From an optimization exercise on the open Yosys and OpenROAD flow, aimed at small area and a short achievable clock period; shortcuts taken in it are not production practice.
Where RTL was checked, it was by simulation tests only, not by an equivalence proof against the original.
Power figures rest on the tool's default switching activity, not on a simulated workload.

## mac_demo
module mac_demo(input clk, input reset, input ena,
                input signed [15:0] k, input signed [15:0] x,
                output signed [31:0] acc_out);
==> flow/config.mk <==
export PLATFORM = sky130hd
export DESIGN_NAME = mac_demo
export DESIGN_NICKNAME = mac_demo
export VERILOG_FILES = /design/flow/design.v
export SDC_FILE = /design/flow/constraint.sdc
export NUM_CORES = 4
export LEC_CHECK = 0
export ABC_AREA = 1
export CAP_MARGIN = 20
export CORE_MARGIN = 2
export CORE_UTILIZATION = 40
export CTS_BUF_LIST = sky130_fd_sc_hd__clkbuf_4 sky130_fd_sc_hd__clkbuf_8
export SETUP_SLACK_MARGIN = 2.6
export SLEW_MARGIN = 20
export SYNTH_HIERARCHICAL = 1
export SYNTH_MINIMUM_KEEP_SIZE = 0
==> flow/constraint.sdc <==
create_clock -name core_clock -period 7.0 [get_ports {clk}]
set_input_delay 1.4000 -clock core_clock [delete_from_list [all_inputs] [get_ports {clk}]]
set_output_delay 1.4000 -clock core_clock [all_outputs]
set_load 0.01 [all_outputs]
standard.sh (not shown) runs the stock make flow with config.mk's settings and CLKGATE_MAP_FILE= SYNTH_SCRIPT=/design/flow/synth_recipe.tcl, a recipe that flattens the netlist after the stock synthesis.
==> flow/flow/run.sh <==
#!/bin/bash
# The standard layout (the standard.sh and its synthesis script), with:
# - plain buffers (buf_2) as the port buffers, and the clock-delay buffer
#   cells not used anywhere;
# - ABC's area mapping script replaced by a copy that maps with "amap"
#   after "dch -f", without ABC's buffering and upsizing (ORFS's scripts
#   are copied here; only that file differs).
# The make output goes to standard.log; ORFS keeps each step's log under
# orfs/logs/.
set -uo pipefail
rm -rf myscripts
cp -r "$FLOW_HOME/scripts" myscripts
printf 'strash\ndch -f\namap\ntopo\ndnsize -c\n' > myscripts/abc_area.script
export SCRIPTS_DIR="$PWD/myscripts"
export BUFFER_PORTS_ARGS="-buffer_cell sky130_fd_sc_hd__buf_2"
export DONT_USE_CELLS="sky130_fd_sc_hd__clkdlybuf4s15_1 sky130_fd_sc_hd__clkdlybuf4s15_2 sky130_fd_sc_hd__clkdlybuf4s18_1 sky130_fd_sc_hd__clkdlybuf4s18_2 sky130_fd_sc_hd__clkdlybuf4s25_1 sky130_fd_sc_hd__clkdlybuf4s25_2 sky130_fd_sc_hd__clkdlybuf4s50_1 sky130_fd_sc_hd__clkdlybuf4s50_2"
bash standard.sh > standard.log 2>&1
Change:
==> flow/flow/run.sh (replaced) <==
#!/bin/bash
# The standard layout (the standard.sh, unchanged synthesis), except that
# the port buffers are plain buffers and the clock-delay buffer cells are not
# used anywhere. The make output goes to standard.log; ORFS keeps each step's
# log under orfs/logs/.
set -uo pipefail
export BUFFER_PORTS_ARGS="-buffer_cell sky130_fd_sc_hd__buf_2"
export DONT_USE_CELLS="sky130_fd_sc_hd__clkdlybuf4s15_1 sky130_fd_sc_hd__clkdlybuf4s15_2 sky130_fd_sc_hd__clkdlybuf4s18_1 sky130_fd_sc_hd__clkdlybuf4s18_2 sky130_fd_sc_hd__clkdlybuf4s25_1 sky130_fd_sc_hd__clkdlybuf4s25_2 sky130_fd_sc_hd__clkdlybuf4s50_1 sky130_fd_sc_hd__clkdlybuf4s50_2"
bash standard.sh > standard.log 2>&1
- SETUP_SLACK_MARGIN: 2.6 -> 2.5
Effect: The new run passed the timing, design-rule and antenna checks. Area after synthesis goes up by roughly a tenth. Fmax increases by a few percent. Non-clock buffer count came out lower by 38.
Change:
- SETUP_SLACK_MARGIN: 2.5 -> 2.65
Register-to-register slack gets better by 120 ps.
Sequential share of layout area goes down by 0.13 points.
Clock skew stays flat.
Setup slack gets better by 130 ps.
Cell count hardly moves.
Global-route usage stays flat.
Worst hold slack gets better by 8.6 ps.
Critical path depth goes up by 2.
Core utilization goes up by 0.42 points.

========
Another version of the RTL of mac_demo (not shown whole).
Size in the first run: roughly 60 flip-flops, roughly 67 I/O pins, about 8400 um^2 of cells after synthesis.
clock: 7.0 ns
lec_check: 0
abc_area: 1
cap_margin: 20
core_margin: 2
core_utilization: 40
cts_buf_list: sky130_fd_sc_hd__clkbuf_4 sky130_fd_sc_hd__clkbuf_8
setup_slack_margin: 2.5
slew_margin: 20
synth_hierarchical: 1
synth_minimum_keep_size: 0
==> flow/flow/run.sh <==
#!/bin/bash
# The standard layout (the standard.sh, unchanged synthesis), except that
# the port buffers are plain buffers and the clock-delay buffer cells are not
# used anywhere. The make output goes to standard.log; ORFS keeps each step's
# log under orfs/logs/.
set -uo pipefail
export BUFFER_PORTS_ARGS="-buffer_cell sky130_fd_sc_hd__buf_2"
export DONT_USE_CELLS="sky130_fd_sc_hd__clkdlybuf4s15_1 sky130_fd_sc_hd__clkdlybuf4s15_2 sky130_fd_sc_hd__clkdlybuf4s18_1 sky130_fd_sc_hd__clkdlybuf4s18_2 sky130_fd_sc_hd__clkdlybuf4s25_1 sky130_fd_sc_hd__clkdlybuf4s25_2 sky130_fd_sc_hd__clkdlybuf4s50_1 sky130_fd_sc_hd__clkdlybuf4s50_2"
bash standard.sh > standard.log 2>&1
Rerun with:
Settings changed: CTS_BUF_LIST sky130_fd_sc_hd__clkbuf_4 sky130_fd_sc_hd__clkbuf_8 to not set, SETUP_SLACK_MARGIN 2.5 to 2.7.
Sequential share of layout area drops by 0.44 points.
Global-route usage came out higher by 0.43 points.
Fmax goes up by 3.7%.
Sequential cell count does not change.
Rerun with:
--- a/flow/flow/run.sh
+++ b/flow/flow/run.sh
@@ -6,3 +6,3 @@
 set -uo pipefail
-export BUFFER_PORTS_ARGS="-buffer_cell sky130_fd_sc_hd__buf_2"
+export BUFFER_PORTS_ARGS="-buffer_cell sky130_fd_sc_hd__buf_1"
 export DONT_USE_CELLS="sky130_fd_sc_hd__clkdlybuf4s15_1 sky130_fd_sc_hd__clkdlybuf4s15_2 sky130_fd_sc_hd__clkdlybuf4s18_1 sky130_fd_sc_hd__clkdlybuf4s18_2 sky130_fd_sc_hd__clkdlybuf4s25_1 sky130_fd_sc_hd__clkdlybuf4s25_2 sky130_fd_sc_hd__clkdlybuf4s50_1 sky130_fd_sc_hd__clkdlybuf4s50_2"
Settings changed: CTS_BUF_LIST set to sky130_fd_sc_hd__clkbuf_4 sky130_fd_sc_hd__clkbuf_8.
What happened: The new run finished clean; cell area is higher slightly; area after synthesis does not change; global-route usage came out higher by 0.25 points; via count grows slightly; sequential share of layout area barely changes; power drops by a few percent; setup slack gets worse by 0.014 ns; first-iteration DRC count fell by a few percent; clock skew stays flat.
Rerun with:
--- a/flow/flow/run.sh
+++ b/flow/flow/run.sh
@@ -6,3 +6,3 @@
 set -uo pipefail
-export BUFFER_PORTS_ARGS="-buffer_cell sky130_fd_sc_hd__buf_1"
+export BUFFER_PORTS_ARGS="-buffer_cell sky130_fd_sc_hd__buf_2"
 export DONT_USE_CELLS="sky130_fd_sc_hd__clkdlybuf4s15_1 sky130_fd_sc_hd__clkdlybuf4s15_2 sky130_fd_sc_hd__clkdlybuf4s18_1 sky130_fd_sc_hd__clkdlybuf4s18_2 sky130_fd_sc_hd__clkdlybuf4s25_1 sky130_fd_sc_hd__clkdlybuf4s25_2 sky130_fd_sc_hd__clkdlybuf4s50_1 sky130_fd_sc_hd__clkdlybuf4s50_2"
Settings changed: CTS_BUF_LIST sky130_fd_sc_hd__clkbuf_4 sky130_fd_sc_hd__clkbuf_8 to not set, SETUP_SLACK_MARGIN 2.7 to 2.5.
Outcome: Routed wire length drops by about 3.5%. Setup slack loses 0.12 ns. Die area does not change. Non-clock buffer count fell by 18. Hold slack improves by 0.040 ns. Final area fell by 2.8%. Sequential power is lower by about 2%. Maximum frequency went down by 2.7%.
Rerun with:
Settings changed: SETUP_SLACK_MARGIN 2.5 to 2.2.
Cell area decreases slightly.
Total power decreases slightly.
Sequential share of layout area increases by 0.12 points.
Clock skew hardly moves.
Rerun with:
Settings changed: CTS_BUF_LIST set to sky130_fd_sc_hd__clkbuf_4 sky130_fd_sc_hd__clkbuf_8, SETUP_SLACK_MARGIN 2.2 to 2.7.
What happened: The changed run finished clean. Total power came out higher slightly. Cell area came out higher by a few percent. Worst setup slack is better by 0.28 ns. Routed wire length came out higher by a few percent. Global-route usage came out higher by 0.24 points. Die area stays the same. Clock-buffer cell count came out higher by 2. Via count came out higher slightly. Utilization came out higher by 0.98 points.
No run of this note included a check of the RTL's function; only the layout flow was run.

========
mac_demo, a different RTL version from the one above (not shown whole).
Size in the first run: about 880 cells after synthesis, roughly 67 I/O pins, about 8300 sq um of cells after synthesis.
clock: 7.0 ns
lec_check: 0
abc_area: 1
cap_margin: 20
core_margin: 2
core_utilization: 40
setup_slack_margin: 3.5
slew_margin: 20
synth_hierarchical: 1
synth_minimum_keep_size: 0
run.sh (not shown) runs the stock make flow with config.mk's settings and CLKGATE_MAP_FILE= SYNTH_SCRIPT=/design/flow/synth_recipe.tcl, a recipe that flattens the netlist after the stock synthesis.
Stock flow here: none of the scripts above is used.
Rerun with:
- SETUP_SLACK_MARGIN: 3.5 -> 2.5
Outcome: Worst setup slack loses 25 ps; design area fell by about 9%; routed wire length fell by about 9%; first-iteration DRC count fell by about 8%.
Rerun with:
- SETUP_SLACK_MARGIN: 2.5 -> 1.0
After rerunning:
- The changed run went through all stages and came out clean
- final cell count is lower by roughly a tenth
- cell area fell by about a fifth
- die area is unchanged
- total power came out lower by a little under a tenth
- routed wire length shrinks by about a fifth
- sequential share of layout area goes up by 2.5 points
- via count falls by about a fifth
- synthesized cell count stays the same
- first-iteration DRC count went down by a quarter to a third
- worst setup slack gets worse by 750 ps
- maximum frequency drops by roughly a tenth
Rerun with:
- SETUP_SLACK_MARGIN: 1.0 -> 1.5
Effect:
- die area does not change
- fmax grows by 1.0%
- combinational power stays flat
- sequential cell count is unchanged
- setup slack improves by 56 ps

========
mac_demo with an RTL version that a note above also has.
Size in the first run: ~840 cells after synthesis, ~61 flip-flops, roughly 67 I/O pins.
Settings: LEC_CHECK=0, ABC_AREA=1, CAP_MARGIN=20, CORE_MARGIN=2, CORE_UTILIZATION=40, CTS_BUF_LIST=sky130_fd_sc_hd__clkbuf_4 sky130_fd_sc_hd__clkbuf_8, SETUP_SLACK_MARGIN=2.6, SLEW_MARGIN=20, SYNTH_HIERARCHICAL=1, SYNTH_MINIMUM_KEEP_SIZE=0; clock period 7.0 ns.
standard.sh (not shown) runs the stock make flow with config.mk's settings and CLKGATE_MAP_FILE= SYNTH_SCRIPT=/design/flow/synth_recipe.tcl, a recipe that flattens the netlist after the stock synthesis.
==> flow/flow/run.sh <==
#!/bin/bash
# The standard layout (the standard.sh and its synthesis script), with:
# - plain buffers (buf_2) as the port buffers, and the clock-delay buffer
#   cells not used anywhere;
# - ABC's area mapping script replaced by a copy that maps with "map -a"
#   after "dch -f" (ORFS's scripts are copied here; only that file differs).
# The make output goes to standard.log; ORFS keeps each step's log under
# orfs/logs/.
set -uo pipefail
rm -rf myscripts
cp -r "$FLOW_HOME/scripts" myscripts
printf 'strash\ndch -f\nmap -a\ntopo\nstime -c\nbuffer -c\nupsize -c\ndnsize -c\n' > myscripts/abc_area.script
export SCRIPTS_DIR="$PWD/myscripts"
export BUFFER_PORTS_ARGS="-buffer_cell sky130_fd_sc_hd__buf_2"
export DONT_USE_CELLS="sky130_fd_sc_hd__clkdlybuf4s15_1 sky130_fd_sc_hd__clkdlybuf4s15_2 sky130_fd_sc_hd__clkdlybuf4s18_1 sky130_fd_sc_hd__clkdlybuf4s18_2 sky130_fd_sc_hd__clkdlybuf4s25_1 sky130_fd_sc_hd__clkdlybuf4s25_2 sky130_fd_sc_hd__clkdlybuf4s50_1 sky130_fd_sc_hd__clkdlybuf4s50_2"
bash standard.sh > standard.log 2>&1
The starting point went through all stages and came out clean.
Rerun with:
==> flow/flow/run.sh (replaced) <==
#!/bin/bash
# The standard layout (the standard.sh, unchanged synthesis), except that
# the port buffers are plain buffers and the clock-delay buffer cells are not
# used anywhere. The make output goes to standard.log; ORFS keeps each step's
# log under orfs/logs/.
set -uo pipefail
export BUFFER_PORTS_ARGS="-buffer_cell sky130_fd_sc_hd__buf_2"
export DONT_USE_CELLS="sky130_fd_sc_hd__clkdlybuf4s15_1 sky130_fd_sc_hd__clkdlybuf4s15_2 sky130_fd_sc_hd__clkdlybuf4s18_1 sky130_fd_sc_hd__clkdlybuf4s18_2 sky130_fd_sc_hd__clkdlybuf4s25_1 sky130_fd_sc_hd__clkdlybuf4s25_2 sky130_fd_sc_hd__clkdlybuf4s50_1 sky130_fd_sc_hd__clkdlybuf4s50_2"
bash standard.sh > standard.log 2>&1
Setup slack is better by 0.36 ns.
Non-clock buffer count decreases by 27.
Maximum frequency increases by a little under a tenth.
Via count increases slightly.
Sequential power decreases by a few percent.
Global-route usage decreases by 0.71 points.
Rerun with:
Settings changed: SETUP_SLACK_MARGIN 2.6 to 2.8.
The changed run passed the timing, design-rule and antenna checks.
Synthesized cell count stays the same.
Total power rose by 3.8%.
Cell count is higher by 1.6%.
Worst setup slack improves by 0.093 ns.
Cell area came out higher by 4.3%.
Utilization climbs by 1.9 points.
Fmax rises by 2.2%.
Sequential share of layout area goes down by 0.50 points.
Hold slack is better by 0.0069 ns.
Rerun with:
--- a/flow/flow/run.sh
+++ b/flow/flow/run.sh
@@ -8,2 +8,3 @@
 export DONT_USE_CELLS="sky130_fd_sc_hd__clkdlybuf4s15_1 sky130_fd_sc_hd__clkdlybuf4s15_2 sky130_fd_sc_hd__clkdlybuf4s18_1 sky130_fd_sc_hd__clkdlybuf4s18_2 sky130_fd_sc_hd__clkdlybuf4s25_1 sky130_fd_sc_hd__clkdlybuf4s25_2 sky130_fd_sc_hd__clkdlybuf4s50_1 sky130_fd_sc_hd__clkdlybuf4s50_2"
+export SETUP_MOVE_SEQUENCE="unbuffer,sizeup,swap"
 bash standard.sh > standard.log 2>&1
Settings changed: SETUP_SLACK_MARGIN 2.8 to 2.9.
Final area increases by a few percent.
Sequential power increases slightly.
Maximum frequency is higher slightly.
Worst setup slack gets better by 0.067 ns.
Total power increases by a few percent.
Rerun with:
--- a/flow/flow/run.sh
+++ b/flow/flow/run.sh
@@ -8,3 +8,2 @@
 export DONT_USE_CELLS="sky130_fd_sc_hd__clkdlybuf4s15_1 sky130_fd_sc_hd__clkdlybuf4s15_2 sky130_fd_sc_hd__clkdlybuf4s18_1 sky130_fd_sc_hd__clkdlybuf4s18_2 sky130_fd_sc_hd__clkdlybuf4s25_1 sky130_fd_sc_hd__clkdlybuf4s25_2 sky130_fd_sc_hd__clkdlybuf4s50_1 sky130_fd_sc_hd__clkdlybuf4s50_2"
-export SETUP_MOVE_SEQUENCE="unbuffer,sizeup,swap"
 bash standard.sh > standard.log 2>&1
Settings changed: CORE_UTILIZATION 40 to 55, SETUP_SLACK_MARGIN 2.9 to 2.6.
Result: The changed run ran to the end with no violations. Non-clock buffer count came out lower by 1. Setup slack gets worse by 0.24 ns. Die area came out lower by a quarter to a third. Maximum frequency came out lower by a few percent. Sequential share of layout area came out higher by 0.99 points.

[re-timing with driven ports]
In the flow no input, the clock included, has a driving cell. The finished layouts below were timed again as built, in two steps. Step 1, drivers: a clkbuf_16 drives clk and a buf_2 each remaining input, both assumed. Step 2, shift: input delay + t, output delay - t, t = (earliest + latest rising clock arrival at the registers) / 2. This alone moves slack from input paths to output paths. Three values: ideal ports, drivers, drivers and shift; two values: the first two.
| run | t, ns | setup slack, ns | clock arrival spread, ns | worst register clock-pin slew, ns |
|---|---|---|---|---|
| the first run of note 1 | 0.415 | 2.431 / 2.391 / 2.135 | 0.006 / 0.007 | 0.07 / 0.07 |
| the second run of note 1 | 0.408 | 2.660 / 2.637 / 2.265 | 0.015 / 0.015 | 0.08 / 0.08 |
| the third run of note 1 | 0.406 | 2.792 / 2.760 / 2.404 | 0.015 / 0.014 | 0.08 / 0.08 |
| the first run of note 2 | 0.405 | 2.641 / 2.647 / 2.252 | 0.017 / 0.016 | 0.08 / 0.08 |
| the second run of note 2 | 0.384 | 2.798 / 2.789 / 2.419 | 0.011 / 0.012 | 0.06 / 0.06 |
| the third run of note 2 | 0.415 | 2.784 / 2.798 / 2.383 | 0.012 / 0.012 | 0.08 / 0.08 |
| the fourth run of note 2 | 0.383 | 2.668 / 2.687 / 2.304 | 0.010 / 0.010 | 0.06 / 0.06 |
| the fifth run of note 2 | 0.384 | 2.506 / 2.525 / 2.142 | 0.010 / 0.011 | 0.06 / 0.06 |
| the sixth run of note 2 | 0.402 | 2.787 / 2.806 / 2.404 | 0.017 / 0.017 | 0.08 / 0.08 |
| the first run of note 3 | 0.403 | 2.386 / 2.398 / 1.996 | 0.008 / 0.007 | 0.06 / 0.06 |
| the second run of note 3 | 0.397 | 2.360 / 2.385 / 1.989 | 0.008 / 0.009 | 0.06 / 0.06 |
| the third run of note 3 | 0.379 | 1.611 / 1.629 / 1.251 | 0.011 / 0.011 | 0.06 / 0.06 |
| the fourth run of note 3 | 0.379 | 1.667 / 1.685 / 1.307 | 0.011 / 0.011 | 0.06 / 0.06 |
| the first run of note 4 | 0.405 | 2.418 / 2.377 / 2.282 | 0.011 / 0.011 | 0.07 / 0.07 |
| the second run of note 4 | 0.406 | 2.774 / 2.762 / 2.391 | 0.014 / 0.014 | 0.08 / 0.08 |
| the third run of note 4 | 0.408 | 2.867 / 2.842 / 2.462 | 0.014 / 0.014 | 0.08 / 0.08 |
| the fourth run of note 4 | 0.408 | 2.934 / 2.909 / 2.522 | 0.005 / 0.005 | 0.07 / 0.07 |
| the fifth run of note 4 | 0.409 | 2.689 / 2.708 / 2.299 | 0.016 / 0.015 | 0.08 / 0.08 |
After both steps setup and hold are still met in every run listed. For the fourth run of note 4, which loses most, drivers alone change the setup slack by -0.025 ns; drivers and shift together by -0.412 ns.
